This design comes from an exercise in tuning for small area on the open sky130 flow, not from production work. Where RTL was checked, it was by simulation tests only, not by an equivalence proof against the original. For run 6, only the layout was checked, not whether the RTL still works. Power figures rest on the tool's default switching activity, not on a simulated workload.

File: design/flow/flow/run.sh
#!/bin/bash
# Own layout flow: the standard ORFS flow (standard.sh, unchanged synthesis),
# with two layout settings that ORFS reads from the environment:
#  - the port buffers that buffer_ports inserts use the smallest buffer cell
#    (every input and output port still gets its own buffer);
#  - clock tree synthesis without dummy loads, with the clustering given below.
set -euo pipefail
export BUFFER_PORTS_ARGS="-buffer_cell sky130_fd_sc_hd__buf_1"
export CTS_ARGS="-sink_clustering_enable -repair_clock_nets -dont_use_dummy_load -buf_list sky130_fd_sc_hd__clkbuf_4 -sink_clustering_size 10 -sink_clustering_max_diameter 40"
bash standard.sh finish > flow_standard.log 2>&1
File: design/flow/design.v
module cmd_int(
input    wire        i_clk,
input    wire        i_rst,
input    wire        i_data_valid,
input    wire [7:0]  i_data,
output   reg         o_buff_en,
output   wire        o_data_valid,
output   wire [7:0]  o_data,
output   wire        o_srst,
output   wire        o_pgrm_icap,
output   wire [26:0] o_ddr_strt_addr,
output   wire [19:0] o_trans_len,
output   wire        o_load,
input    wire  [19:0]i_icap_clk_cnt,
input    wire  [19:0]i_total_clk_cnt,
input    wire        i_uart_tx_buffer_full,
input    wire        i_dma_done,
output   wire        o_pr_reset
);
function [3:0] cls;
  input [7:0] c;
  case (c)
    8'h31: cls = 4'd1;  
    8'h32: cls = 4'd2;  
    8'h41: cls = 4'd3;  
    8'h43: cls = 4'd4;  
    8'h44: cls = 4'd5;  
    8'h45: cls = 4'd6;  
    8'h49: cls = 4'd7;  
    8'h4C: cls = 4'd8;  
    8'h4D: cls = 4'd9;  
    8'h4E: cls = 4'd10;  
    8'h4F: cls = 4'd11;  
    8'h50: cls = 4'd12;  
    8'h52: cls = 4'd13;  
    8'h53: cls = 4'd14;  
    8'h54: cls = 4'd15;  
    default: cls = 4'd0;
  endcase
endfunction
function [5:0] ac_next;
  input [5:0] s;
  input [7:0] c;
  reg [3:0] cc;
  reg [5:0] x;
  begin
    cc = cls(c);
    x = 6'd0;
    if ((cc == 4'd1) & ((s == 6'd61) | (s == 6'd63))) x = x | 6'd1;  
    if ((cc == 4'd2) & ((s == 6'd61) | (s == 6'd63))) x = x | 6'd1;  
    if ((cc == 4'd3) & ((s[5:2] == 4'd14))) x = x | 6'd1;  
    if ((cc == 4'd4) & ((s[5:2] == 4'd10))) x = x | 6'd1;  
    if ((cc == 4'd4) & ((s == 6'd30))) x = x | 6'd2;  
    if ((cc == 4'd5) & ((s == 6'd13))) x = x | 6'd1;  
    if ((cc == 4'd5) & ((s == 6'd45))) x = x | 6'd2;  
    if ((cc == 4'd5) & ((s == 6'd46))) x = x | 6'd3;  
    if ((cc == 4'd6) & ((s == 6'd33))) x = x | 6'd1;  
    if ((cc == 4'd7) & ((s[5:2] == 4'd4))) x = x | 6'd1;  
    if ((cc == 4'd7) & ((s[5:2] == 4'd12))) x = x | 6'd2;  
    if ((cc == 4'd8) & ((s[5:2] == 4'd14))) x = x | 6'd1;  
    if ((cc == 4'd9) & ((s[5:2] == 4'd4))) x = x | 6'd1;  
    if ((cc == 4'd9) & ((s[5:2] == 4'd5))) x = x | 6'd2;  
    if ((cc == 4'd10) & ((s == 6'd29))) x = x | 6'd1;  
    if ((cc == 4'd10) & ((s == 6'd47))) x = x | 6'd2;  
    if ((cc == 4'd10) & ((s == 6'd25))) x = x | 6'd3;  
    if ((cc == 4'd11) & ((s == 6'd37))) x = x | 6'd1;  
    if ((cc == 4'd11) & ((s == 6'd38))) x = x | 6'd2;  
    if ((cc == 4'd11) & ((s == 6'd17))) x = x | 6'd3;  
    if ((cc == 4'd12) & ((s[5:2] == 4'd13) | (s == 6'd1))) x = x | 6'd1;  
    if ((cc == 4'd12) & ((s == 6'd18))) x = x | 6'd2;  
    if ((cc == 4'd13) & ((s == 6'd54))) x = x | 6'd53;  
    if ((cc == 4'd13) & ((s[5:2] == 4'd14))) x = x | 6'd1;  
    if ((cc == 4'd13) & ((s == 6'd49))) x = x | 6'd2;  
    if ((cc == 4'd13) & ((s == 6'd21))) x = x | 6'd3;  
    if ((cc == 4'd14) & ((s == 6'd1) | (s == 6'd52) | (s == 6'd54) | (s == 6'd55))) x = x | 6'd1;  
    if ((cc == 4'd14) & ((s == 6'd53))) x = x | 6'd2;  
    if ((cc == 4'd15) & ((s == 6'd57))) x = x | 6'd1;  
    if ((cc == 4'd15) & ((s == 6'd41))) x = x | 6'd2;  
    if ((cc == 4'd15) & ((s == 6'd58))) x = x | 6'd3;  
    ac_next = {cc, 2'd0} ^ x;
  end
endfunction
localparam [5:0] AC_CMOD = 6'd22;
localparam [5:0] AC_DMOD = 6'd23;
localparam [5:0] AC_SADR = 6'd55;
localparam [5:0] AC_SLEN = 6'd43;
localparam [5:0] AC_SRST = 6'd63;
localparam [5:0] AC_PICP = 6'd50;
localparam [5:0] AC_RST1 = 6'd5;
localparam [5:0] AC_RST2 = 6'd9;
localparam [5:0] AC_CINT = 6'd62;
localparam [5:0] AC_NCON = 6'd42;
localparam [5:0] AC_RPRR = 6'd1;
localparam [5:0] AC_ROOT = 6'd0;
localparam [5:0] AC_PEND = 6'd2;
localparam AC_W = 6;
localparam [3:0] CMOD = 4'd14, CMODL = 4'd10, DMOD = 4'd8, SADR = 4'd15, SLEN = 4'd9, SRST1 = 4'd4, SRST2 = 4'd13, PICP1 = 4'd11, PICP2 = 4'd12, RST1 = 4'd1, RST2 = 4'd0, CINT = 4'd3, START = 4'd2, NCON = 4'd6, RPRR1 = 4'd5, RPRR2 = 4'd7;
reg  [AC_W-1:0] ac;
reg  [3:0]  state;
reg  [4:0]  len_cnt;
reg         tx_valid;
reg         tx_bit;
reg  [1:0]  buff_wr_addr;
reg  [3:0]  sel;                     
reg         cur_sel;                 
reg  [7:0]  cnt0, cnt1, cnt2, cnt3;  
reg  [23:0] addr_reg;                
reg  [19:0] len_reg;                 
reg  [43:0] mem0, mem1, mem2, mem3;  
wire m_cmod   = (ac == AC_CMOD);
wire st_cmod  = (state == CMOD) | (state == CMODL);
assign o_srst      = (state == SRST2);
assign o_pr_reset  = (state == RPRR2);
assign o_pgrm_icap = (state == PICP1);
assign o_load      = (state == CMODL) | (state == START);
wire st_start = (state == START);
wire buff_wr_en = (state == DMOD) & (ac == AC_PEND);
wire [7:0] cnt_sel = ({8{sel[0]}} & cnt0) | ({8{sel[1]}} & cnt1) | ({8{sel[2]}} & cnt2) | ({8{sel[3]}} & cnt3);
wire       tx_rst  = ~st_cmod;
wire [7:0] tx_data = cnt_sel | {2'b00, tx_rst, tx_rst, 3'b000, tx_bit};
assign o_data_valid = (state == DMOD) ? 1'b0 : i_data_valid | tx_valid;
assign o_data       = tx_valid ? tx_data : i_data;
wire [3:0]  rd_sel  = sel & {4{~cur_sel}};
wire [43:0] rd_data = ({44{rd_sel[0]}} & mem0) | ({44{rd_sel[1]}} & mem1) | ({44{rd_sel[2]}} & mem2) | ({44{rd_sel[3]}} & mem3);
wire [43:0] out_data = rd_data | ({44{cur_sel}} & {addr_reg, len_reg});
assign o_ddr_strt_addr = {3'b000, out_data[43:20]};
assign o_trans_len     = out_data[19:0];
wire [3:0] digit = (i_data < 8'd58) ? i_data[3:0] : i_data[3:0] + 4'd9;
wire [19:0] icap_rev  = {i_icap_clk_cnt[0], i_icap_clk_cnt[1], i_icap_clk_cnt[2], i_icap_clk_cnt[3], i_icap_clk_cnt[4], i_icap_clk_cnt[5], i_icap_clk_cnt[6], i_icap_clk_cnt[7], i_icap_clk_cnt[8], i_icap_clk_cnt[9], i_icap_clk_cnt[10], i_icap_clk_cnt[11], i_icap_clk_cnt[12], i_icap_clk_cnt[13], i_icap_clk_cnt[14], i_icap_clk_cnt[15], i_icap_clk_cnt[16], i_icap_clk_cnt[17], i_icap_clk_cnt[18], i_icap_clk_cnt[19]};
wire [19:0] total_rev = {i_total_clk_cnt[0], i_total_clk_cnt[1], i_total_clk_cnt[2], i_total_clk_cnt[3], i_total_clk_cnt[4], i_total_clk_cnt[5], i_total_clk_cnt[6], i_total_clk_cnt[7], i_total_clk_cnt[8], i_total_clk_cnt[9], i_total_clk_cnt[10], i_total_clk_cnt[11], i_total_clk_cnt[12], i_total_clk_cnt[13], i_total_clk_cnt[14], i_total_clk_cnt[15], i_total_clk_cnt[16], i_total_clk_cnt[17], i_total_clk_cnt[18], i_total_clk_cnt[19]};
wire       rst_bit = (state == RST1) ? icap_rev[len_cnt] : total_rev[len_cnt];
always @(posedge i_clk) begin
    if (i_rst)
        ac <= AC_ROOT;
    else if (st_cmod & ((ac == AC_DMOD) | (ac == AC_PICP) | (ac == AC_RST1) | (ac == AC_RST2) | (ac == AC_CINT)))
        ac <= AC_PEND;
    else if (ac == AC_PEND)
        ac <= AC_ROOT;
    else if (i_data_valid)
        ac <= ac_next(ac, i_data);
end
always @(posedge i_clk) begin
    cur_sel <= i_rst | ~((state == CINT) & i_data_valid);
    sel <= {4{((state == CINT) | (state == NCON)) & i_data_valid}} &
           {i_data[1:0] == 2'd3, i_data[1:0] == 2'd2, i_data[1:0] == 2'd1, i_data[1:0] == 2'd0};
    tx_bit  <= rst_bit & ((state == RST1) | (state == RST2));    
end
always @(posedge i_clk) begin
    if (~i_rst & (state == SADR) & i_data_valid) begin
        case (len_cnt[2:0])
            3'd0: addr_reg[23:20] <= digit;
            3'd1: addr_reg[19:16] <= digit;
            3'd2: addr_reg[15:12] <= digit;
            3'd3: addr_reg[11:8]  <= digit;
            3'd4: addr_reg[7:4]   <= digit;
            default: addr_reg[3:0] <= digit;
        endcase
    end
    if (~i_rst & (state == SLEN) & i_data_valid) begin
        case (len_cnt[2:0])
            3'd1: len_reg[19:16] <= digit;
            3'd2: len_reg[15:12] <= digit;
            3'd3: len_reg[11:8]  <= digit;
            3'd4: len_reg[7:4]   <= digit;
            3'd5: len_reg[3:0]   <= digit;
            default: ;
        endcase
    end
    if (buff_wr_en) begin
        case (buff_wr_addr)
            2'd0: mem0 <= {addr_reg, len_reg};
            2'd1: mem1 <= {addr_reg, len_reg};
            2'd2: mem2 <= {addr_reg, len_reg};
            default: mem3 <= {addr_reg, len_reg};
        endcase
    end
end
wire [7:0] cnt_d  = i_rst ? 8'h30 : cnt_sel + 8'd1;
wire [3:0] cnt_we = {4{i_rst}} | ({4{st_start}} & sel);
always @(posedge i_clk) begin
    if (cnt_we[0]) cnt0 <= cnt_d;
    if (cnt_we[1]) cnt1 <= cnt_d;
    if (cnt_we[2]) cnt2 <= cnt_d;
    if (cnt_we[3]) cnt3 <= cnt_d;
end
always @(posedge i_clk) begin
    if (i_rst) begin
        state        <= CMOD;
        o_buff_en    <= 1'b0;
        len_cnt      <= 5'd0;
        tx_valid     <= 1'b0;
        buff_wr_addr <= 2'b00;
    end else begin
        case (state)
            CMOD, CMODL: begin
                o_buff_en   <= 1'b0;
                len_cnt     <= 5'd0;
                tx_valid    <= 1'b0;
                case (ac)
                    AC_DMOD: state <= DMOD;
                    AC_SADR: state <= SADR;
                    AC_SLEN: state <= SLEN;
                    AC_SRST: state <= SRST1;
                    AC_PICP: state <= PICP1;
                    AC_RST1: state <= RST1;
                    AC_RST2: state <= RST2;
                    AC_CINT: state <= CINT;
                    AC_NCON: state <= NCON;
                    AC_RPRR: state <= RPRR1;
                    default: state <= CMOD;
                endcase
            end
            DMOD: begin
                if (m_cmod) begin
                    state        <= CMOD;
                    buff_wr_addr <= buff_wr_addr + 2'd1;
                end
                o_buff_en <= 1'b1;
            end
            SADR, SLEN: begin
                if (i_data_valid) begin
                    len_cnt <= len_cnt + 5'd1;
                    if (len_cnt == 5'd5) state <= CMODL;
                end
            end
            SRST1, SRST2: state <= m_cmod ? CMOD : SRST2;
            RPRR1, RPRR2: state <= m_cmod ? CMOD : RPRR2;
            PICP1, PICP2: state <= i_dma_done ? CMOD : PICP2;
            RST1, RST2: begin
                if (~i_uart_tx_buffer_full & (len_cnt != 5'd20)) begin
                    len_cnt  <= len_cnt + 5'd1;
                    tx_valid <= 1'b1;
                end else
                    tx_valid <= 1'b0;
                if (len_cnt == 5'd20) state <= CMOD;
            end
            CINT: if (i_data_valid) state <= START;
            START: state <= PICP1;
            NCON: begin
                if (i_data_valid) begin
                    tx_valid <= 1'b1;
                    state    <= CMOD;
                end
            end
            default: ;
        endcase
    end
end
endmodule
File: design/flow/config.mk
export PLATFORM = sky130hd
export DESIGN_NAME = cmd_int
export DESIGN_NICKNAME = cmd_int
export VERILOG_FILES = /design/flow/design.v
export SDC_FILE = /design/flow/constraint.sdc
export NUM_CORES = 8
export LEC_CHECK = 0
export CAP_MARGIN = 20
export CORE_MARGIN = 2
export CORE_UTILIZATION = 85
export PLACE_DENSITY = 0.92
export SLEW_MARGIN = 20
File: design/flow/constraint.sdc
create_clock -name core_clock -period 5.0 [get_ports {i_clk}]
set_input_delay 1.0000 -clock core_clock [delete_from_list [all_inputs] [get_ports {i_clk}]]
set_output_delay 1.0000 -clock core_clock [all_outputs]
set_load 0.01 [all_outputs]
File: design/flow/standard.sh
#!/bin/bash
# synth_recipe.tcl (not shown) runs the flow's synth.tcl, then flattens the netlist and writes it again
# the make line also repeats each setting of config.mk as NAME=value (left out here)
make -C /OpenROAD-flow-scripts/flow DESIGN_CONFIG=/design/flow/config.mk WORK_HOME=/design/flow/orfs CLKGATE_MAP_FILE= SYNTH_SCRIPT=/design/flow/synth_recipe.tcl "${@:-finish}"
==> out/metrics.yaml, run 1 <==
setup_path:
  crit_start: "state[3]"
  crit_path_end: "o_data_valid"
  cp_slowest_stage_delay_ns: 0.88
  path_max_fanout: 21
  worstSetupStartpointType: "flip-flop"
  cp_slowest_cell: "dfxtp_1"
  critPathCaptureType: "output port"
  crit_type: "reg -> out"
  crit_buf_inv: 2
  cp_cell_sequence: "nand2b_1, nor3_1, buf_4, nor2_1, buf_1"
  worstPathArrival_ns: 2.64
  critPathTopFamily: "flip-flops"
  reg2reg_depth: 5
  rr_startpoint: "state[3]"
  path_depth: 5
  regToRegEndpoint: "mem0[33]"
  critPathRequiredTime_ns: 4.00
  r2r_setup_slack_ns: 1.52
clocking:
  h-tree-depth: 2
  clock_path_buffers: 3
  cts_made_buffers: 34
  clk_pin_slew_ns: 0.10
  hold_buffers: 0
  post_cts_buffers: 0
  cts_root_buf: "clkbuf_4"
  clkLatencyLatePin_ns: 0.62
  cts_sinks: 277
  cts.repair.resized: 0
  cts_tree: "built"
power_and_ir_drop:
  p_leak_nw: 4.08
  p_per_area_nw_per_um2: 297
  vdd.ir_drop.worst_uv: 192
drt:
  firstDrtPassIters: 8
  drt_wl_total_um: 32800
  vias: 9158
  vias_per_cell: 7.68
  post_drt_wl_per_cell_um: 27.5
  drt_iter0_markers: 1400
  drtAntennaViolNets: 0
  drc: 0
die:
  start_util: 0.871
  rows: 43
  fp.dieArea_sq_um: 15300
  core_sq_um: 13900
  die_h_um: 124
  ios: 114
  die_width_um: 124
cells_and_area:
  num-nets-final: 1081
  area_delta_synth_final_pct: 5.75
  diodes: 0
  drive_above_1_share: 0.0860
  stdcell_count: 1192
yosys:
  synth.distinct_cells: 78
  synthFlopType: "edfxtp_1"
  synth_edf_count: 252
  yosysSeqAreaShare: 0.665
  async_reset_ff_frac: 0
  ys_ff_latch: 277
  syn_area_per_cell_sq_um: 13.3
  yosys_warnings: 1
  syn_inst: 914
  synth_area_sq_um: 12100
timing:
  slew_headroom: 0.280
  skew_ns: 0.0512
  setup_tns_ns: 0
  period_needed_ns: 3.64
  setup_viol: 0
  tightest_slew_ns: 1.07
  hold_viol: 0
  slew_violations: 0
  max_freq_mhz: 275
  period_share: 0.728
  rsz0062_at_grt: "false"
placed_design:
  gp_congestion: 1.11
  place_inst: 1158
  place_hpwl_um: 19000
  port-buffer-count: 110
global_route:
  grt_pass1_wl_um: 48800
  grt_pass1_vias: 8843
  met2_usage: 0.717
  grt_overflow_total: 0
  busiest_layer: "met2"
  grt_max_degree: 49
  grtUsageTotal: 0.436
  met3_usage: 0.108
  grtUsageMet1: 0.531
  antenna_found_initial: 0
hold_path:
  hold_class: "reg -> reg"
outcome:
  outcome: "timing/DRC/antenna clean"
job:
  drv_cap: 0
cell usage in the layout (no fill, tap or decap), types with 7 or more instances in the layout:
master,synthesis,layout
nand4_1,7,7
and2_1,11,7
nand2_1,82,82
clkbuf_4,0,34
nor3_1,18,18
a21oi_1,17,17
nor2_1,57,57
nor4_1,11,10
buf_4,4,14
o22ai_1,8,8
edfxtp_1,252,252
buf_1,2,110
xor2_1,7,7
o21ai_0,10,9
nand3_1,57,57
xnor2_1,11,11
mux4_2,11,11
a22oi_1,102,102
dfxtp_1,25,25
nand2b_1,21,21
ha_1,14,14
mux2i_1,9,9
and3_1,7,7
a31oi_1,10,10
inv_1,14,14
cell families after synthesis:
| family | count (synthesis) | share of synthesized area |
|---|---|---|
| xor+xnor | 18 | 0.0130 |
| other cells | 1 | 0.000309 |
| fa+ha+maj | 14 | 0.0144 |
| simple gates | 308 | 0.127 |
| compound gates | 197 | 0.119 |
| buf+inv | 77 | 0.0321 |
| mux | 22 | 0.0297 |
| flops | 277 | 0.665 |
through the flow:
step                hold slack, ns  power, mW  utilization  setup slack (ns)  area (sq um)
floorplan                    0.469       2.76            -              2.12         12100
global placement             0.476       2.83        0.902              1.73         12600
detailed placement           0.476       2.84        0.902              1.44         12600
CTS                          0.501       3.77        0.921              1.49         12800
global route                 0.553       3.88        0.921              1.32         12800
finish                       0.500       3.81        0.921              1.36         12800
metal layers:
layer,share of wire,vias up
met2,0.48,1040
met3,0.14,239
met5,0,-
met1,0.31,4168
met4,0.069,0
li1,-,3711
power breakdown:
part / internal, mW / total [mW] / leakage [nW] / switching, mW
clock network: 0.316 / 0.993 / 0.156 / 0.677
registers: 2.52 / 2.57 / 2.50 / 0.0424
logic: 0.0909 / 0.248 / 1.42 / 0.157
worst min path at each step:
stage | start | cells after the start | to
after floorplan | buff_wr_addr[1] | 2 | buff_wr_addr[1]
after global placement | o_buff_en | 2 | o_buff_en
after detailed placement | o_buff_en | 2 | o_buff_en
after CTS | o_buff_en | 2 | o_buff_en
after global routing | addr_reg[23] | 0 | mem3[43]
final | o_buff_en | 2 | o_buff_en
worst min-delay path: stages (launching register included):
cell	delay, ns
dfxtp_1	0.34
a21oi_1	0.06
nor2_1	0.07
cells in the mapped netlist (5+ instances only):
| cell type | count | share of area |
|---|---|---|
| a21o_1 | 6 | 0.0037 |
| a21oi_1 | 17 | 0.0070 |
| a22oi_1 | 102 | 0.063 |
| a31oi_1 | 10 | 0.0052 |
| and2_1 | 11 | 0.0057 |
| and3_1 | 7 | 0.0036 |
| clkbuf_1 | 45 | 0.014 |
| clkbuf_8 | 6 | 0.0068 |
| dfxtp_1 | 25 | 0.041 |
| edfxtp_1 | 252 | 0.62 |
| ha_1 | 14 | 0.014 |
| inv_1 | 14 | 0.0043 |
| mux2i_1 | 9 | 0.0074 |
| mux4_2 | 11 | 0.020 |
| nand2_1 | 82 | 0.025 |
| nand2b_1 | 21 | 0.011 |
| nand3_1 | 57 | 0.023 |
| nand4_1 | 7 | 0.0036 |
| nor2_1 | 57 | 0.018 |
| nor2b_1 | 9 | 0.0046 |
| nor3_1 | 18 | 0.0074 |
| nor4_1 | 11 | 0.0057 |
| o21ai_0 | 10 | 0.0041 |
| o22ai_1 | 8 | 0.0041 |
| or3_1 | 5 | 0.0026 |
| xnor2_1 | 11 | 0.0079 |
| xor2_1 | 7 | 0.0051 |
area by class of cell:
| cell class | count | area (sq um) |
|---|---|---|
| clock buffer | 34 | 255 |
| tap | 180 | 225 |
| sequential | 277 | 8070 |
| fill | 458 | 1100 |
| inverter | 15 | 56.3 |
| multi-input combinational | 562 | 3720 |
| timing repair buffer | 124 | 518 |
==> run 2, diff against run 1 <==
--- a/design/flow/config.mk
+++ b/design/flow/config.mk
@@ -9,4 +9,4 @@
 export CORE_MARGIN = 2
-export CORE_UTILIZATION = 85
-export PLACE_DENSITY = 0.92
+export CORE_UTILIZATION = 70
+export PLACE_DENSITY = 0.8
 export SLEW_MARGIN = 20
==> out/metrics.yaml, run 2 <==
outcome:
  outcome: "timing/DRC/antenna clean"
yosys:
  post-synth-top-count-cell: "edfxtp_1"
  yosys-top-cells-area: "edfxtp_1 (62%), a22oi_1 (6.3%), dfxtp_1 (4.1%), nand2_1 (2.5%), nand3_1 (2.3%)"
  synth.distinct_cells: 78  # unchanged
  synth_edf_count: 252  # unchanged
  synth.top_cell.area_share: 0.623  # unchanged
  yosys_warnings: 1  # unchanged
  post-synth-top-area-cell: "edfxtp_1"
  synth_commonest_cells: "edfxtp_1 (252), a22oi_1 (102), nand2_1 (82)"
  synth_area_sq_um: 12100  # unchanged
  synthFlopType: "edfxtp_1"
  syn_area_per_cell_sq_um: 13.3  # unchanged
  syn_inst: 914  # unchanged
  async_reset_ff_frac: 0  # unchanged
  ys_ff_latch: 277  # unchanged
  yosysSeqAreaShare: 0.665  # unchanged
timing:
  setup_tns_ns: 0  # unchanged
  hold_viol: 0  # unchanged
  tightest_slew_ns: 1.07  # +0.00411 ns
  period_needed_ns: 3.84  # +0.199 ns
  skew_ns: 0.0993  # +0.0481 ns
  rsz0062_at_grt: "false"
  setup_viol: 0  # unchanged
  max_freq_mhz: 260  # -5.2%
  slew_violations: 0  # unchanged
  period_share: 0.768  # +0.0397
  slew_headroom: 0.278  # -0.00277
placed_design:
  gp_congestion: 0.968  # -13%
  place_hpwl_um: 17200  # -9.2%
  place_area_sq_um: 12700  # +0.86%
  port-buffer-count: 110  # unchanged
setup_path:
  worstPathArrival_ns: 2.84  # +0.20 ns
  crit_type: "reg -> out"
  worstSetupStartpointType: "flip-flop"
  crit_start: "sel[0]"
  critPathCaptureType: "output port"
  path_max_fanout: 36  # +71%
  rr_startpoint: "state[0]"
  critPathRequiredTime_ns: 4.00  # about the same
power_and_ir_drop:
  p_per_area_nw_per_um2: 292  # -1.6%
  vdd.ir_drop.worst_uv: 245  # +28%
  internal_power_mw: 2.96  # +0.91%
  p_switching_mw: 0.826  # -5.7%
  switching_share: 0.218  # -0.0118
  seqPwrFrac: 0.677  # +0.003
  clkPwrFrac: 0.263  # +0.002
  pwr-share-comb: 0.060  # -0.005
  p_leak_nw: 4.11  # +0.80%
  finalPower_mw: 3.78  # -0.62%
hold_path:
  hp-start: "buff_wr_addr[1]"
  hold_class: "reg -> reg"
clocking:
  cts.repair.resized: 0  # unchanged
  clock_path_buffers: 3  # unchanged
  clk_pin_slew_ns: 0.10  # about the same
  cts_root_buf: "clkbuf_4"
  cts_made_buffers: 37  # +8.8%
  cts_sinks: 277  # unchanged
  post_cts_buffers: 0  # unchanged
  h-tree-depth: 2  # unchanged
  hold_buffers: 0  # unchanged
  cts_tree: "built"
  clkLatencyLatePin_ns: 0.63  # about the same
job:
  drv_cap: 0  # unchanged
drt:
  drtAntennaViolNets: 0  # unchanged
  vias: 8198  # -10%
  drc: 0  # unchanged
  drt_wl_total_um: 26700  # -19%
  post_drt_wl_per_cell_um: 21.4  # -22%
  firstDrtPassIters: 5  # -3
  drt_iter0_markers: 700  # -50%
  vias_per_cell: 6.58  # -14%
cells_and_area:
  drive_above_1_share: 0.0913  # +0.00530
  fill_cells: 1086  # +140%
  num-nets-final: 1088  # +0.65%
  area_delta_synth_final_pct: 6.76
  mostFrequentLayoutCell: "edfxtp_1"
  final_cell_mix: "edfxtp_1 (252), buf_1 (110), a22oi_1 (102), nand2_1 (82)"
  finalInstanceArea_sq_um: 13000  # +0.95%
die:
  ios: 114  # unchanged
  core_sq_um: 17100  # +23%
  die_h_um: 136  # +9.9%
  fp.dieArea_sq_um: 18400  # +21%
  rows: 48  # +12%
  die_width_um: 136  # +9.9%
  start_util: 0.709  # -0.162
global_route:
  grt_pass1_vias: 7889  # -11%
  antenna_found_initial: 1  # +1
  grt_overflow_total: 0  # unchanged
  grt_max_degree: 42  # -14%
  grt_pass1_wl_um: 41600  # -15%
  grtUsageTotal: 0.295  # -0.141
==> run 2: cell counts after synthesis <==
No cell type changed its count.
==> run 2: layout make-up <==
cell class | count | area, sq um | share of cell area
sequential | 277 | 8070 | 0.623
multi-input combinational | 562 | 3730 | 0.287
timing repair buffer | 128 | 548 | 0.0423
tap | 225 | 282 | 0.0217
clock buffer | 37 | 278 | 0.0214
inverter | 15 | 56.3 | 0.00434
antenna | 1 | 2.50 | 0.000193
==> run 2: path summary, 6_finish.rpt <==
kind / slack [ns] / to / depth (start not counted)
worst max-delay path: 1.16 / o_trans_len[12] / 5
worst min register to register: 0.50 / buff_wr_addr[1] / 2
worst max register to register: 1.90 / tx_bit / 7
worst min-delay path: 0.50 / buff_wr_addr[1] / 2
==> run 2: layer usage <==
layer / vias up / GRT usage / wire length (um)
met1: 4005 / 0.396 / 10500
met4: 0 / 0.0885 / 484
met3: 46 / 0.0471 / 2010
met2: 398 / 0.504 / 13600
li1: 3749 / - / -
met5: - / 0 / 0
==> run 2: worst max-delay path: stages, from the launching register on <==
cell,delay (ns)
dfxtp_1,0.63
nor2b_4,0.92
buf_4,0.32
nand2_1,0.09
nand3_1,0.08
buf_1,0.16
==> run 2: power by group through the flow <==
| stage | clock (mW) | combinational [mW] | sequential (mW) |
|---|---|---|---|
| final | 0.994 | 0.229 | 2.56 |
| after global routing | 1.09 | 0.251 | 2.57 |
| after CTS | 1.01 | 0.225 | 2.56 |
| after detailed placement | 0 | 0.224 | 2.61 |
| after global placement | 0 | 0.223 | 2.61 |
| after floorplan | 0 | 0.181 | 2.58 |
==> run 2: kinds of logic after synthesis <==
family                     after synthesis  share of synthesized area
DFF                                    277                      0.665
other                                    1                   0.000309
xor gates and xnor gates                18                     0.0130
buffers and inverters                   77                     0.0321
muxes                                   22                     0.0297
and+or+nand+nor                        308                      0.127
adders and majority gates               14                     0.0144
AOI/OAI and AO/OA                      197                      0.119
==> run 2: stage by stage <==
step / hold WS (ns) / util / worst slack, ns / cells
floorplan: 0.469 / - / 2.12 / 916
global placement: 0.485 / 0.741 / 1.52 / 1207
detailed placement: 0.488 / 0.741 / 1.51 / 1207
CTS: 0.501 / 0.757 / 1.16 / 1244
global route: 0.530 / 0.757 / 1.04 / 1245
finish: 0.498 / 0.757 / 1.16 / 1245
==> run 3, diff against run 2 <==
--- a/design/flow/config.mk
+++ b/design/flow/config.mk
@@ -9,3 +9,3 @@
 export CORE_MARGIN = 2
-export CORE_UTILIZATION = 70
+export CORE_UTILIZATION = 75
 export PLACE_DENSITY = 0.8
==> out/metrics.yaml, run 3 <==
setup_path:
  crit_type: "reg -> out"
  critPathRequiredTime_ns: 4.00  # about the same
  cp_slowest_cell: "nor2b_2"
  cp_cell_sequence: "nor2b_2, buf_4, a22oi_1, nand3_1, buf_1"
  worstSetupStartpointType: "flip-flop"
  cp_slowest_stage_delay_ns: 0.65  # -0.27 ns
  path_max_fanout: 33  # -8.3%
  critPathCaptureType: "output port"
  worstPathArrival_ns: 2.93  # +0.09 ns
cells_and_area:
  fill_cells: 786  # -28%
  multiInputGateArea_sq_um: 3710  # -0.30%
  final_cell_mix: "edfxtp_1 (252), buf_1 (110), a22oi_1 (102), nand2_1 (82)"
  stdcell_count: 1228  # -1.4%
  mostFrequentLayoutCell: "edfxtp_1"
  drive_above_1_share: 0.0851  # -0.00620
  regArea_sq_um: 8070  # unchanged
  area_delta_synth_final_pct: 6.08
  num-nets-final: 1080  # -0.74%
power_and_ir_drop:
  vdd.ir_drop.worst_uv: 235  # -4.1%
  p_leak_nw: 4.07  # -0.94%
  p_per_area_nw_per_um2: 296  # +1.4%
global_route:
  grtUsageTotal: 0.359  # +0.0637
  antenna_found_initial: 1  # unchanged
  grt_pass1_vias: 8673  # +9.9%
  grt_overflow_total: 0  # unchanged
  grt_max_degree: 48  # +14%
  grt_pass1_wl_um: 48200  # +16%
timing:
  max_freq_mhz: 255  # -2.2%
  setup_tns_ns: 0  # unchanged
  hold_viol: 0  # unchanged
  period_needed_ns: 3.93  # +0.0881 ns
  skew_ns: 0.0686  # -0.0306 ns
  slew_violations: 0  # unchanged
  period_share: 0.786  # +0.0176
  worst_hold_slack_ns: 0.525  # +0.0274 ns
  slew_headroom: 0.275  # -0.00248
  tightest_slew_ns: 1.08  # +0.00368 ns
  setup_viol: 0  # unchanged
  rsz0062_at_grt: "false"
clocking:
  h-tree-depth: 2  # unchanged
  cts_sinks: 277  # unchanged
  clk_pin_slew_ns: 0.11  # about the same
  cts_made_buffers: 36  # -2.7%
  post_cts_buffers: 0  # unchanged
  cts_tree: "built"
  hold_buffers: 0  # unchanged
  cts_root_buf: "clkbuf_4"
  cts.repair.resized: 0  # unchanged
  clock_path_buffers: 3  # unchanged
  clkLatencyLatePin_ns: 0.62  # about the same
drt:
  drtAntennaViolNets: 0  # unchanged
  post_drt_wl_per_cell_um: 25.0  # +17%
  vias_per_cell: 7.19  # +9.3%
  drt_iter0_markers: 1449  # +110%
  drc: 0  # unchanged
  drt_wl_total_um: 30700  # +15%
  vias: 8835  # +7.8%
  firstDrtPassIters: 6  # +1
hold_path:
  hold_class: "reg -> reg"
yosys:
  ys_ff_latch: 277  # unchanged
  syn_inst: 914  # unchanged
  yosysSeqAreaShare: 0.665  # unchanged
  synthFlopType: "edfxtp_1"
  yosys-top-cells-area: "edfxtp_1 (62%), a22oi_1 (6.3%), dfxtp_1 (4.1%), nand2_1 (2.5%), nand3_1 (2.3%)"
  post-synth-top-count-cell: "edfxtp_1"
  async_reset_ff_frac: 0  # unchanged
  synth_area_sq_um: 12100  # unchanged
  synth.distinct_cells: 78  # unchanged
  synth_edf_count: 252  # unchanged
  synth.top_cell.area_share: 0.623  # unchanged
  post-synth-top-area-cell: "edfxtp_1"
  yosys_warnings: 1  # unchanged
  syn_area_per_cell_sq_um: 13.3  # unchanged
  synth_commonest_cells: "edfxtp_1 (252), a22oi_1 (102), nand2_1 (82)"
die:
  ios: 114  # unchanged
  core_sq_um: 15800  # -7.5%
  die_width_um: 131  # -3.3%
  fp.dieArea_sq_um: 17200  # -6.5%
  die_h_um: 131  # -3.3%
  rows: 46  # -4.2%
  start_util: 0.767  # +0.0578
placed_design:
  place_hpwl_um: 18900  # +9.3%
  gp_congestion: 0.947  # -2.1%
  place_inst: 1191  # -1.3%
  port-buffer-count: 110  # unchanged
job:
  drv_cap: 0  # unchanged
outcome:
  outcome: "timing/DRC/antenna clean"
## run 3: cell counts after synthesis
No cell type changed its count.
## run 3: cell families after synthesis
| group | Yosys count | share of synthesized area |
|---|---|---|
| multiplexers | 22 | 0.0297 |
| buffers and inverters | 77 | 0.0321 |
| adder cells (fa/ha/maj) | 14 | 0.0144 |
| AO/OA/AOI/OAI | 197 | 0.119 |
| AND/OR/NAND/NOR | 308 | 0.127 |
| flip-flops | 277 | 0.665 |
| XOR/XNOR | 18 | 0.0130 |
| other | 1 | 0.000309 |
## run 3: worst paths after layout
| check | startpoint | slack [ns] | endpoint | cells past startpoint |
|---|---|---|---|---|
| worst max register to register | state[0] | 1.62 | tx_bit | 7 |
| worst min register to register | o_buff_en | 0.53 | o_buff_en | 2 |
| worst min-delay path | o_buff_en | 0.53 | o_buff_en | 2 |
| worst max-delay path | sel[2] | 1.07 | o_trans_len[10] | 5 |
## run 3: area by class of cell
cell class	count	share of cell area
Sequential cell	277	0.627
Multi-Input combinational cell	562	0.288
Timing Repair Buffer	121	0.0385
Clock buffer	36	0.0210
Tap cell	216	0.0210
Inverter	15	0.00437
Antenna cell	1	0.000194
## run 3: worst max-delay path, delay by kind of cell (launching register included)
family / cells / cell delay (ns)
buffers and inverters: 2 / 0.69
DFF: 1 / 0.60
AOI/OAI and AO/OA: 1 / 0.18
and+or+nand+nor: 2 / 0.82
## run 3: per-stage QoR
stage	util	instance area (sq um)	setup WS (ns)	total power, mW
finish	0.814	12900	1.07	3.81
floorplan	-	12100	2.12	2.76
global placement	0.796	12600	1.46	2.83
global route	0.814	12900	0.965	3.90
CTS	0.814	12900	1.10	3.79
detailed placement	0.796	12600	1.45	2.84
## run 3: routing by layer
| metal | vias to the layer above | share of wire | GRT usage |
|---|---|---|---|
| li1 | 3727 | - | - |
| met1 | 4164 | 0.35 | 0.474 |
| met2 | 812 | 0.49 | 0.597 |
| met3 | 132 | 0.11 | 0.0679 |
| met4 | 0 | 0.040 | 0.147 |
| met5 | - | 0 | 0 |
## run 3: where the power goes
group	switching, mW	internal [mW]
logic	0.150	0.0914
clock network	0.675	0.333
registers	0.0400	2.52
total	0.864	2.95
==> run 4, diff against run 3 <==
--- a/design/flow/config.mk
+++ b/design/flow/config.mk
@@ -10,3 +10,3 @@
 export CORE_UTILIZATION = 75
-export PLACE_DENSITY = 0.8
+export PLACE_DENSITY = 0.9
 export SLEW_MARGIN = 20
==> out/metrics.yaml, run 4 <==
placed_design:
  place_area_sq_um: 12600  # +0.33%
  gp_congestion: 0.922  # -2.7%
  port-buffer-count: 110  # unchanged
  place_hpwl_um: 17500  # -6.9%
  place_inst: 1195  # +0.34%
clocking:
  cts_root_buf: "clkbuf_4"
  cts_tree: "built"
  cts.repair.resized: 0  # unchanged
  cts_sinks: 277  # unchanged
  clkLatencyLatePin_ns: 0.64  # +0.02 ns
  hold_buffers: 0  # unchanged
  clk_pin_slew_ns: 0.11  # about the same
  cts_made_buffers: 37  # +2.8%
  clock_path_buffers: 3  # unchanged
  post_cts_buffers: 0  # unchanged
  h-tree-depth: 2  # unchanged
setup_path:
  critPathCaptureType: "output port"
  path_max_fanout: 23  # -30%
  critPathRequiredTime_ns: 4.00  # about the same
  worstSetupStartpointType: "flip-flop"
  worstPathArrival_ns: 2.80  # -0.13 ns
  crit_type: "reg -> out"
timing:
  period_needed_ns: 3.80  # -0.125 ns
  hold_viol: 0  # unchanged
  setup_viol: 0  # unchanged
  slew_violations: 0  # unchanged
  slew_headroom: 0.328  # +0.0532
  worst_hold_slack_ns: 0.504  # -0.0213 ns
  rsz0062_at_grt: "false"
  tightest_slew_ns: 1.00  # -0.0743 ns
  setup_tns_ns: 0  # unchanged
  max_freq_mhz: 263  # +3.3%
  skew_ns: 0.0888  # +0.0202 ns
  period_share: 0.761  # -0.0249
yosys:
  ys_ff_latch: 277  # unchanged
  syn_area_per_cell_sq_um: 13.3  # unchanged
  synth_edf_count: 252  # unchanged
  yosysSeqAreaShare: 0.665  # unchanged
  synthFlopType: "edfxtp_1"
  synth_commonest_cells: "edfxtp_1 (252), a22oi_1 (102), nand2_1 (82)"
  synth.top_cell.area_share: 0.623  # unchanged
  yosys-top-cells-area: "edfxtp_1 (62%), a22oi_1 (6.3%), dfxtp_1 (4.1%), nand2_1 (2.5%), nand3_1 (2.3%)"
  post-synth-top-count-cell: "edfxtp_1"
  syn_inst: 914  # unchanged
  synth_area_sq_um: 12100  # unchanged
  synth.distinct_cells: 78  # unchanged
  post-synth-top-area-cell: "edfxtp_1"
  async_reset_ff_frac: 0  # unchanged
  yosys_warnings: 1  # unchanged
drt:
  drtAntennaViolNets: 0  # unchanged
  post_drt_wl_per_cell_um: 22.3  # -11%
  firstDrtPassIters: 5  # -1
  vias: 8372  # -5.2%
  drt_iter0_markers: 873  # -40%
  drc: 0  # unchanged
  drt_wl_total_um: 27500  # -11%
  vias_per_cell: 6.79  # -5.6%
cells_and_area:
  drive_above_1_share: 0.0886  # +0.00352
  area_delta_synth_final_pct: 6.48
  multiInputGateArea_sq_um: 3730  # +0.30%
  finalInstanceArea_sq_um: 12900  # +0.38%
  regArea_sq_um: 8070  # unchanged
  stdcell_count: 1233  # +0.41%
  fill_cells: 884  # +12%
  final_cell_mix: "edfxtp_1 (252), buf_1 (110), a22oi_1 (102), nand2_1 (82)"
  mostFrequentLayoutCell: "edfxtp_1"
  num-nets-final: 1085  # +0.46%
hold_path:
  hold_class: "reg -> reg"
power_and_ir_drop:
  finalPower_mw: 3.79  # -0.69%
  p_leak_nw: 4.10  # +0.57%
  p_per_area_nw_per_um2: 293  # -1.1%
  vdd.ir_drop.worst_uv: 286  # +22%
die:
  start_util: 0.767  # unchanged
  core_sq_um: 15800  # unchanged
  fp.dieArea_sq_um: 17200  # unchanged
  rows: 46  # unchanged
  die_width_um: 131  # unchanged
  ios: 114  # unchanged
  die_h_um: 131  # unchanged
global_route:
  antenna_found_initial: 1  # unchanged
  grt_pass1_vias: 8183  # -5.6%
  grt_max_degree: 46  # -4.2%
  grt_overflow_total: 0  # unchanged
  grt_pass1_wl_um: 43400  # -9.9%
  grtUsageTotal: 0.322  # -0.0373
job:
  drv_cap: 0  # unchanged
outcome:
  outcome: "timing/DRC/antenna clean"
[run 4: cell counts after synthesis]
Identical to the previous run, type by type.
[run 4: worst paths after layout]
kind | start | endpoint | slack [ns] | cells past startpoint
max | sel[1] | o_trans_len[2] | 1.20 | 5
max reg2reg | state[3] | mem3[6] | 1.73 | 5
min | buff_wr_addr[1] | buff_wr_addr[1] | 0.50 | 2
min reg2reg | buff_wr_addr[1] | buff_wr_addr[1] | 0.50 | 2
[run 4: power by group]
part | switching (mW) | internal [mW]
logic | 0.139 | 0.0916
clock network | 0.652 | 0.342
registers | 0.0384 | 2.52
total | 0.829 | 2.96
[run 4: cell families (layout without fill, tap and decap cells)]
group           count (synthesis)  in the layout  synth area share
simple gates                  308            308             0.127
flops                         277            277             0.665
compound gates                197            197             0.119
buf+inv                        77            177            0.0321
mux                            22             22            0.0297
xor+xnor                       18             18            0.0130
fa+ha+maj                      14             14            0.0144
other cells                     1              4          0.000309
[run 4: worst max-delay path, cell delays in order, from the launching register on]
cell,delay [ns]
dfxtp_1,0.61
nor2b_4,0.64
buf_4,0.41
a22oi_1,0.16
nand3_1,0.19
buf_1,0.17
[run 4: final cells by class]
type	instances	share of cell area
diodes	1	0.000194
clock buffers	37	0.0215
inverters	15	0.00436
multi-input cells	562	0.288
flip-flops and latches	277	0.624
well taps	216	0.0209
repair buffers	125	0.0407
[run 4: layer usage]
metal,vias up,GRT usage,part of all wire
li1,3732,-,-
met1,3979,0.439,0.38
met2,561,0.518,0.49
met3,100,0.0621,0.095
met4,0,0.136,0.038
met5,-,0,0
[run 4: through the flow]
step / util / worst slack [ns]
global placement: 0.799 / 1.52
CTS: 0.817 / 1.19
global route: 0.817 / 1.07
floorplan: - / 2.12
detailed placement: 0.799 / 1.54
finish: 0.817 / 1.20
==> run 5, diff against run 4 <==
--- a/design/flow/config.mk
+++ b/design/flow/config.mk
@@ -10,3 +10,3 @@
 export CORE_UTILIZATION = 75
-export PLACE_DENSITY = 0.9
+export PLACE_DENSITY = 0.85
 export SLEW_MARGIN = 20
==> out/metrics.yaml, run 5 <==
die:
  die_h_um: 131  # unchanged
  ios: 114  # unchanged
  rows: 46  # unchanged
  fp.dieArea_sq_um: 17200  # unchanged
  core_sq_um: 15800  # unchanged
  die_width_um: 131  # unchanged
  start_util: 0.767  # unchanged
cells_and_area:
  finalInstanceArea_sq_um: 12900  # -0.48%
  final_cell_mix: "edfxtp_1 (252), buf_1 (110), a22oi_1 (102), nand2_1 (82)"
  regArea_sq_um: 8070  # about the same
  fill_cells: 772  # -13%
  multiInputGateArea_sq_um: 3710  # -0.44%
  stdcell_count: 1227  # -0.49%
  mostFrequentLayoutCell: "edfxtp_1"
  area_delta_synth_final_pct: 5.97
  drive_above_1_share: 0.0822  # -0.00640
  num-nets-final: 1079  # -0.55%
clocking:
  cts_root_buf: "clkbuf_4"
  cts.repair.resized: 0  # unchanged
  cts_sinks: 277  # unchanged
  cts_made_buffers: 35  # -5.4%
  post_cts_buffers: 0  # unchanged
  clock_path_buffers: 3  # unchanged
  h-tree-depth: 2  # unchanged
  cts_tree: "built"
  clk_pin_slew_ns: 0.12  # about the same
  clkLatencyLatePin_ns: 0.66  # +0.02 ns
  hold_buffers: 0  # unchanged
job:
  drv_cap: 0  # unchanged
drt:
  drtAntennaViolNets: 0  # unchanged
  post_drt_wl_per_cell_um: 27.3  # +23%
  vias_per_cell: 7.39  # +8.8%
  vias: 9068  # +8.3%
  firstDrtPassIters: 6  # +1
  drc: 0  # unchanged
  drt_iter0_markers: 1576  # +81%
  drt_wl_total_um: 33500  # +22%
hold_path:
  hold_class: "reg -> reg"
  holdPathStages: 2  # unchanged
yosys:
  post-synth-top-area-cell: "edfxtp_1"
  synth.distinct_cells: 78  # unchanged
  async_reset_ff_frac: 0  # unchanged
  synth_edf_count: 252  # unchanged
  synth.top_cell.area_share: 0.623  # unchanged
  post-synth-top-count-cell: "edfxtp_1"
  yosys-top-cells-area: "edfxtp_1 (62%), a22oi_1 (6.3%), dfxtp_1 (4.1%), nand2_1 (2.5%), nand3_1 (2.3%)"
  synth_area_sq_um: 12100  # unchanged
  syn_area_per_cell_sq_um: 13.3  # unchanged
  yosys_warnings: 1  # unchanged
  yosysSeqAreaShare: 0.665  # unchanged
  synth_commonest_cells: "edfxtp_1 (252), a22oi_1 (102), nand2_1 (82)"
  syn_inst: 914  # unchanged
  ys_ff_latch: 277  # unchanged
  synthFlopType: "edfxtp_1"
global_route:
  grtUsageTotal: 0.390  # +0.0688
  grt_pass1_wl_um: 51600  # +19%
  grt_max_degree: 45  # -2.2%
  grt_overflow_total: 0  # unchanged
  antenna_found_initial: 1  # unchanged
  grt_pass1_vias: 8824  # +7.8%
placed_design:
  gp_congestion: 0.891  # -3.3%
  place_area_sq_um: 12600  # -0.41%
  place_hpwl_um: 20000  # +14%
  port-buffer-count: 110  # unchanged
  place_inst: 1191  # -0.33%
timing:
  slew_headroom: 0.251  # -0.0777
  slew_violations: 0  # unchanged
  period_share: 0.754  # -0.00694
  max_freq_mhz: 265  # +0.92%
  tightest_slew_ns: 1.11  # +0.111 ns
  hold_viol: 0  # unchanged
  rsz0062_at_grt: "false"
  setup_tns_ns: 0  # unchanged
  skew_ns: 0.0507  # -0.0381 ns
  setup_viol: 0  # unchanged
  period_needed_ns: 3.77  # -0.0347 ns
setup_path:
  worstSetupStartpointType: "flip-flop"
  path_max_fanout: 21  # -8.7%
  reg2reg_depth: 5  # unchanged
  critPathRequiredTime_ns: 4.00  # about the same
  critPathCaptureType: "output port"
  worstPathArrival_ns: 2.77  # -0.03 ns
  crit_type: "reg -> out"
power_and_ir_drop:
  pwr-share-comb: 0.064  # +0.003
  p_per_area_nw_per_um2: 299  # +2.2%
  switching_share: 0.236  # +0.0173
  clkPwrFrac: 0.270  # +0.007
  p_leak_nw: 4.07  # -0.71%
  vdd.ir_drop.worst_uv: 254  # -11%
  seqPwrFrac: 0.666  # -0.011
  internal_power_mw: 2.94  # -0.56%
  p_switching_mw: 0.910  # +9.7%
outcome:
  outcome: "timing/DRC/antenna clean"
-- run 5: cell types whose count changed in the layout (fill, tap and decap cells not counted) --
cell	delta
buf_4	-4
nor2b_2	+4
nor2b_4	-4
and2_2	-3
and2_4	+3
clkbuf_4	-2
dfxtp_1	+1
dfxtp_2	-1
o21ai_0	-1
o21ai_1	+1
-- run 5: cell families after synthesis --
logic type,count (synthesis),share of synthesized area
multiplexers,22,0.0297
XOR/XNOR,18,0.0130
flip-flops,277,0.665
other,1,0.000309
AO/OA/AOI/OAI,197,0.119
AND/OR/NAND/NOR,308,0.127
buffers and inverters,77,0.0321
adder cells (fa/ha/maj),14,0.0144
-- run 5: worst paths after layout --
check	start	endpoint	slack, ns
setup reg to reg	state[3]	mem0[3]	1.41
hold / removal	o_buff_en	o_buff_en	0.54
setup / recovery	state[3]	o_data_valid	1.23
hold reg to reg	o_buff_en	o_buff_en	0.54
-- run 5: final cells by class --
cell class,count,area share
timing repair buffer,121,0.0385
multi-input combinational,562,0.288
clock buffer,35,0.0204
sequential,277,0.627
antenna,1,0.000195
tap,216,0.0210
inverter,15,0.00438
-- run 5: stage by stage --
stage | setup slack [ns] | total power [mW] | hold slack [ns] | utilization
finish | 1.23 | 3.85 | 0.538 | 0.813
global route | 1.17 | 3.94 | 0.563 | 0.813
CTS | 1.34 | 3.82 | 0.531 | 0.812
global placement | 1.39 | 2.83 | 0.478 | 0.795
floorplan | 2.12 | 2.76 | 0.469 | -
detailed placement | 1.47 | 2.85 | 0.516 | 0.796
-- run 5: layer usage --
metal,track usage,share of wire
met1,0.503,0.33
met2,0.658,0.49
met3,0.0764,0.13
met4,0.165,0.050
met5,0,0
-- run 5: power groups by stage --
| stage | clock network [mW] | registers, mW | logic (mW) |
|---|---|---|---|
| 5_1_grt | 1.11 | 2.57 | 0.261 |
| 6_report | 1.04 | 2.57 | 0.246 |
| 4_1_cts | 1.02 | 2.56 | 0.237 |
| 3_5_place_dp | 0 | 2.62 | 0.232 |
| 3_3_place_gp | 0 | 2.61 | 0.223 |
| 2_1_floorplan | 0 | 2.58 | 0.181 |
-- run 5: critical path: stages (launching register included) --
cell and delay [ns]:
dfxtp_1 0.83, nand2b_1 0.33, nor3_1 0.61, nor2_1 0.19, buf_1 0.17
==> run 6, diff against run 5 <==
--- a/design/flow/design.v
+++ b/design/flow/design.v
@@ -5,3 +5,3 @@
 input    wire [7:0]  i_data,
-output   reg         o_buff_en,
+output   wire        o_buff_en,
 output   wire        o_data_valid,
@@ -96,7 +96,6 @@
 localparam AC_W = 6;
-localparam [3:0] CMOD = 4'd14, CMODL = 4'd10, DMOD = 4'd8, SADR = 4'd15, SLEN = 4'd9, SRST1 = 4'd4, SRST2 = 4'd13, PICP1 = 4'd11, PICP2 = 4'd12, RST1 = 4'd1, RST2 = 4'd0, CINT = 4'd3, START = 4'd2, NCON = 4'd6, RPRR1 = 4'd5, RPRR2 = 4'd7;
+localparam [4:0] CMOD = 5'd0, CMODL = 5'd1, CMODB = 5'd2, CMODT = 5'd3, DMOD1 = 5'd4, DMOD2 = 5'd5, SADR = 5'd6, SLEN = 5'd7, SRST1 = 5'd8, SRST2 = 5'd9, RPRR1 = 5'd10, RPRR2 = 5'd11, PICP1 = 5'd12, PICP2 = 5'd13, RST1N = 5'd14, RST1T = 5'd15, RST2N = 5'd16, RST2T = 5'd17, CINT = 5'd18, START = 5'd19, NCON = 5'd20;
 reg  [AC_W-1:0] ac;
-reg  [3:0]  state;
+reg  [4:0]  state;
 reg  [4:0]  len_cnt;
-reg         tx_valid;
 reg         tx_bit;
@@ -110,3 +109,8 @@
 wire m_cmod   = (ac == AC_CMOD);
-wire st_cmod  = (state == CMOD) | (state == CMODL);
+wire st_cmod  = (state == CMOD) | (state == CMODL) | (state == CMODB) | (state == CMODT);
+wire st_dmod  = (state == DMOD1) | (state == DMOD2);
+wire st_rst1  = (state == RST1N) | (state == RST1T);
+wire st_rst2  = (state == RST2N) | (state == RST2T);
+wire tx_valid = (state == CMODT) | (state == RST1T) | (state == RST2T);
+assign o_buff_en   = (state == CMODB) | (state == DMOD2);
 assign o_srst      = (state == SRST2);
@@ -116,3 +120,3 @@
 wire st_start = (state == START);
-wire buff_wr_en = (state == DMOD) & (ac == AC_PEND);
+wire buff_wr_en = (state == DMOD1);
 wire [7:0] cnt_sel = ({8{sel[0]}} & cnt0) | ({8{sel[1]}} & cnt1) | ({8{sel[2]}} & cnt2) | ({8{sel[3]}} & cnt3);
@@ -120,3 +124,3 @@
 wire [7:0] tx_data = cnt_sel | {2'b00, tx_rst, tx_rst, 3'b000, tx_bit};
-assign o_data_valid = (state == DMOD) ? 1'b0 : i_data_valid | tx_valid;
+assign o_data_valid = st_dmod ? 1'b0 : i_data_valid | tx_valid;
 assign o_data       = tx_valid ? tx_data : i_data;
@@ -130,3 +134,3 @@
 wire [19:0] total_rev = {i_total_clk_cnt[0], i_total_clk_cnt[1], i_total_clk_cnt[2], i_total_clk_cnt[3], i_total_clk_cnt[4], i_total_clk_cnt[5], i_total_clk_cnt[6], i_total_clk_cnt[7], i_total_clk_cnt[8], i_total_clk_cnt[9], i_total_clk_cnt[10], i_total_clk_cnt[11], i_total_clk_cnt[12], i_total_clk_cnt[13], i_total_clk_cnt[14], i_total_clk_cnt[15], i_total_clk_cnt[16], i_total_clk_cnt[17], i_total_clk_cnt[18], i_total_clk_cnt[19]};
-wire       rst_bit = (state == RST1) ? icap_rev[len_cnt] : total_rev[len_cnt];
+wire       rst_bit = st_rst1 ? icap_rev[len_cnt] : total_rev[len_cnt];
 always @(posedge i_clk) begin
@@ -145,3 +149,3 @@
            {i_data[1:0] == 2'd3, i_data[1:0] == 2'd2, i_data[1:0] == 2'd1, i_data[1:0] == 2'd0};
-    tx_bit  <= rst_bit & ((state == RST1) | (state == RST2));    
+    tx_bit  <= rst_bit & (st_rst1 | st_rst2);    
 end
@@ -188,5 +192,3 @@
         state        <= CMOD;
-        o_buff_en    <= 1'b0;
         len_cnt      <= 5'd0;
-        tx_valid     <= 1'b0;
         buff_wr_addr <= 2'b00;
@@ -194,8 +196,6 @@
         case (state)
-            CMOD, CMODL: begin
-                o_buff_en   <= 1'b0;
-                len_cnt     <= 5'd0;
-                tx_valid    <= 1'b0;
+            CMOD, CMODL, CMODB, CMODT: begin
+                len_cnt <= 5'd0;
                 case (ac)
-                    AC_DMOD: state <= DMOD;
+                    AC_DMOD: state <= DMOD1;
                     AC_SADR: state <= SADR;
@@ -204,4 +204,4 @@
                     AC_PICP: state <= PICP1;
-                    AC_RST1: state <= RST1;
-                    AC_RST2: state <= RST2;
+                    AC_RST1: state <= RST1N;
+                    AC_RST2: state <= RST2N;
                     AC_CINT: state <= CINT;
@@ -212,8 +212,8 @@
             end
-            DMOD: begin
+            DMOD1, DMOD2: begin
                 if (m_cmod) begin
-                    state        <= CMOD;
+                    state        <= CMODB;
                     buff_wr_addr <= buff_wr_addr + 2'd1;
-                end
-                o_buff_en <= 1'b1;
+                end else
+                    state        <= DMOD2;
             end
@@ -228,9 +228,10 @@
             PICP1, PICP2: state <= i_dma_done ? CMOD : PICP2;
-            RST1, RST2: begin
-                if (~i_uart_tx_buffer_full & (len_cnt != 5'd20)) begin
-                    len_cnt  <= len_cnt + 5'd1;
-                    tx_valid <= 1'b1;
+            RST1N, RST1T, RST2N, RST2T: begin
+                if (len_cnt == 5'd20)
+                    state <= CMOD;
+                else if (~i_uart_tx_buffer_full) begin
+                    len_cnt <= len_cnt + 5'd1;
+                    state   <= st_rst1 ? RST1T : RST2T;
                 end else
-                    tx_valid <= 1'b0;
-                if (len_cnt == 5'd20) state <= CMOD;
+                    state   <= st_rst1 ? RST1N : RST2N;
             end
@@ -238,8 +239,3 @@
             START: state <= PICP1;
-            NCON: begin
-                if (i_data_valid) begin
-                    tx_valid <= 1'b1;
-                    state    <= CMOD;
-                end
-            end
+            NCON: if (i_data_valid) state <= CMODT;
             default: ;
--- a/design/flow/config.mk
+++ b/design/flow/config.mk
@@ -9,4 +9,4 @@
 export CORE_MARGIN = 2
-export CORE_UTILIZATION = 75
-export PLACE_DENSITY = 0.85
+export CORE_UTILIZATION = 70
+export PLACE_DENSITY = 0.8
 export SLEW_MARGIN = 20
==> out/metrics.yaml, run 6 <==
outcome:
  outcome: "timing/DRC/antenna clean"
drt:
  drt_iter0_markers: 723  # -54%
  drtAntennaViolNets: 0  # unchanged
  drc: 0  # unchanged
  vias_per_cell: 6.62  # -10%
  post_drt_wl_per_cell_um: 21.5  # -21%
  top_layer_used: "met4"
  dr_wl_met2_um: 13200  # -20%
  wl_met3_um: 2260  # -47%
  firstDrtPassIters: 5  # -1
  drt_wl_total_um: 27100  # -19%
  wirelength_met1_um: 10800  # -1.0%
  vias: 8360  # -7.8%
cells_and_area:
  mostFrequentLayoutCell: "edfxtp_1"
  area_delta_synth_final_pct: 7.27
  drive_above_1_share: 0.0859  # +0.00373
  num-nets-final: 1105  # +2.4%
  fill_cells: 1117  # +45%
  final_cell_mix: "edfxtp_1 (252), buf_1 (110), a22oi_1 (108), nand2_1 (91), nand3_1 (66)"
  stdcell_count: 1262  # +2.9%
  finalInstanceArea_sq_um: 13100  # +1.5%
  postLayoutCoreUtil: 0.760  # -0.0523
setup_path:
  worstPathArrival_ns: 2.97  # +0.20 ns
  cp_cell_sequence: "or2_2, nor3b_1, o21ai_1, mux2_2, buf_1"
  crit_type: "reg -> out"
  cp_slowest_cell: "o21ai_1"
  path_depth: 5  # +1
  crit_start: "state[2]"
  cp_slowest_stage_delay_ns: 0.84  # about the same
  crit_buf_inv: 1  # unchanged
  critPathRequiredTime_ns: 4.00  # about the same
  rr_startpoint: "state[1]"
  critPathCaptureType: "output port"
  critPathTopFamily: "compound AO/OA/AOI/OAI gates"
  reg2reg_depth: 8  # +3
  worstSetupStartpointType: "flip-flop"
  path_max_fanout: 17  # -19%
placed_design:
  place_area_sq_um: 12800  # +1.5%
  place_hpwl_um: 17700  # -12%
  gp_congestion: 0.971  # +8.9%
  port-buffer-count: 110  # unchanged
  place_inst: 1225  # +2.9%
clocking:
  hold_buffers: 0  # unchanged
  h-tree-depth: 2  # unchanged
  cts_made_buffers: 36  # +2.9%
  post_cts_buffers: 0  # unchanged
  clk_pin_slew_ns: 0.11  # about the same
  clkLatencyLatePin_ns: 0.63  # -0.03 ns
  cts.repair.resized: 0  # unchanged
  clock_path_buffers: 3  # unchanged
  cts_tree: "built"
  cts_sinks: 276  # -0.36%
  cts_root_buf: "clkbuf_4"
timing:
  hold_viol: 0  # unchanged
  skew_ns: 0.0773  # +0.0266 ns
  setup_tns_ns: 0  # unchanged
  period_share: 0.794  # +0.0402
  slew_headroom: 0.313  # +0.0625
  rsz0062_at_grt: "false"
  period_needed_ns: 3.97  # +0.201 ns
  slew_violations: 0  # unchanged
  tightest_slew_ns: 1.02  # -0.0904 ns
  max_freq_mhz: 252  # -5.1%
  setup_viol: 0  # unchanged
yosys:
  yosysSeqAreaShare: 0.661  # -0.00362
  syn_area_per_cell_sq_um: 13.1  # -1.6%
  post-synth-top-area-cell: "edfxtp_1"
  yosys_warnings: 1  # unchanged
  synth_edf_count: 252  # unchanged
  yosys-top-cells-area: "edfxtp_1 (62%), a22oi_1 (6.7%), dfxtp_1 (3.9%), nand2_1 (2.8%), nand3_1 (2.7%)"
  post-synth-top-count-cell: "edfxtp_1"
  synthFlopType: "edfxtp_1"
  synth_area_sq_um: 12200  # +0.30%
  synth.distinct_cells: 76  # -2.6%
  syn_inst: 932  # +2.0%
  synth_commonest_cells: "edfxtp_1 (252), a22oi_1 (108), nand2_1 (91)"
  async_reset_ff_frac: 0  # unchanged
  ys_ff_latch: 276  # -0.36%
  synth.top_cell.area_share: 0.621  # -0.00186
die:
  ios: 114  # unchanged
  die_width_um: 136  # +3.6%
  rows: 48  # +4.3%
  core_sq_um: 17200  # +8.5%
  fp.dieArea_sq_um: 18500  # +7.2%
  die_h_um: 136  # +3.6%
  start_util: 0.709  # -0.0581
global_route:
  grtUsageTotal: 0.297  # -0.0932
  grt_pass1_vias: 7907  # -10%
  antenna_found_initial: 1  # unchanged
  grt_overflow_total: 0  # unchanged
  grt_max_degree: 45  # unchanged
  grt_pass1_wl_um: 42000  # -19%
power_and_ir_drop:
  vdd.ir_drop.worst_uv: 238  # -6.2%
  p_leak_nw: 4.19  # +3.1%
  p_per_area_nw_per_um2: 279  # -6.7%
  p_switching_mw: 0.758  # -17%
  clkPwrFrac: 0.273  # +0.003
  pwr-share-comb: 0.036  # -0.028
  finalPower_mw: 3.65  # -5.3%
  seqPwrFrac: 0.691  # +0.025
  internal_power_mw: 2.89  # -1.7%
  switching_share: 0.208  # -0.0286
job:
  drv_cap: 0  # unchanged
hold_path:
  holdPathStages: 2  # unchanged
  hp-start: "buff_wr_addr[1]"
  hold_class: "reg -> reg"
[run 6: cell count changes in the layout (fill, tap and decap cells not counted), moves of 5 or more]
cell	previous run	this run
nand2_1	82	91
o22ai_1	8	2
and3_1	7	12
nand3_1	57	66
nor2b_1	5	12
buf_4	11	18
nor3b_1	3	9
nand2b_1	21	11
a22oi_1	102	108
[run 6: final cells by class]
type,count,area (sq um),share of cell area
Multi-Input combinational cell,578,3840,0.294
Tap cell,225,282,0.0216
Antenna cell,1,2.50,0.000192
Sequential cell,276,8050,0.616
Clock buffer,36,270,0.0207
Inverter,18,67.6,0.00517
Timing Repair Buffer,128,548,0.0420
[run 6: path summary, 6_finish.rpt]
kind | to | slack (ns)
max | o_data[3] | 1.03
min | buff_wr_addr[1] | 0.51
max reg2reg | tx_bit | 2.07
min reg2reg | buff_wr_addr[1] | 0.51
[run 6: routing by layer]
layer  vias to the layer above  GRT usage
met5                         -          0
met4                         0      0.115
met3                        58     0.0526
met2                       434      0.470
met1                      4061      0.419
li1                       3807          -
[run 6: power by group through the flow]
stage	logic [mW]	registers [mW]	clock network (mW)
after detailed placement	0.131	2.57	0
after CTS	0.131	2.52	1.00
after global routing	0.144	2.52	1.09
after floorplan	0.0841	2.56	0
final	0.132	2.52	0.995
after global placement	0.130	2.57	0
[run 6: per-stage QoR]
| stage | hold WS [ns] | worst slack, ns |
|---|---|---|
| after floorplan | 0.469 | 2.11 |
| after global placement | 0.485 | 1.68 |
| after detailed placement | 0.502 | 1.59 |
| after CTS | 0.513 | 1.04 |
| after global routing | 0.533 | 0.870 |
| final | 0.514 | 1.03 |
[run 6: tightest hold or removal path, cell delays in order, from the launching register on]
cell and delay [ns]:
dfxtp_1 0.36, nand2_1 0.06, a21oi_1 0.06
[run 6: logic make-up (layout without fill, tap and decap cells)]
kind of cell	after synthesis	count (layout)	synth area share
adder cells (fa/ha/maj)	14	14	0.0144
buffers and inverters	80	182	0.0269
multiplexers	24	24	0.0314
AO/OA/AOI/OAI	199	199	0.120
AND/OR/NAND/NOR	322	322	0.134
XOR/XNOR	16	16	0.0115
other	1	4	0.000308
flip-flops	276	276	0.661

-- port drivers added, routing unchanged --
In the flow no input, the clock included, has a driving cell. The finished layouts below were timed again as built, in two steps. Step 1: set_driving_cell puts a clkbuf_16 on i_clk and a buf_2 on each other input, an assumption about the parent block. Step 2, shift: input delay + t, output delay - t, t = (earliest + latest rising clock arrival at the registers) / 2. This alone moves slack from input paths to output paths. Three values: ideal ports, drivers, drivers and shift; two values: the first two.
run	t, ns	slack for setup (ns)	clock arrival spread, ns	cell pins on the clock port's net
run 1	0.635	1.359 / 1.323 / 1.087	0.051 / 0.052	1
run 2	0.629	1.160 / 1.116 / 1.373	0.099 / 0.099	1
run 3	0.631	1.072 / 1.030 / 1.388	0.073 / 0.073	1
run 4	0.629	1.197 / 1.160 / 1.425	0.089 / 0.089	1
run 5	0.673	1.232 / 1.188 / 1.269	0.051 / 0.051	1
run 6	0.631	1.031 / 0.990 / 1.616	0.084 / 0.084	1
After both steps setup and hold are still met in every run listed. The setup slack of run 1, which loses most, moves by -0.036 ns with the drivers and by -0.272 ns with both steps.
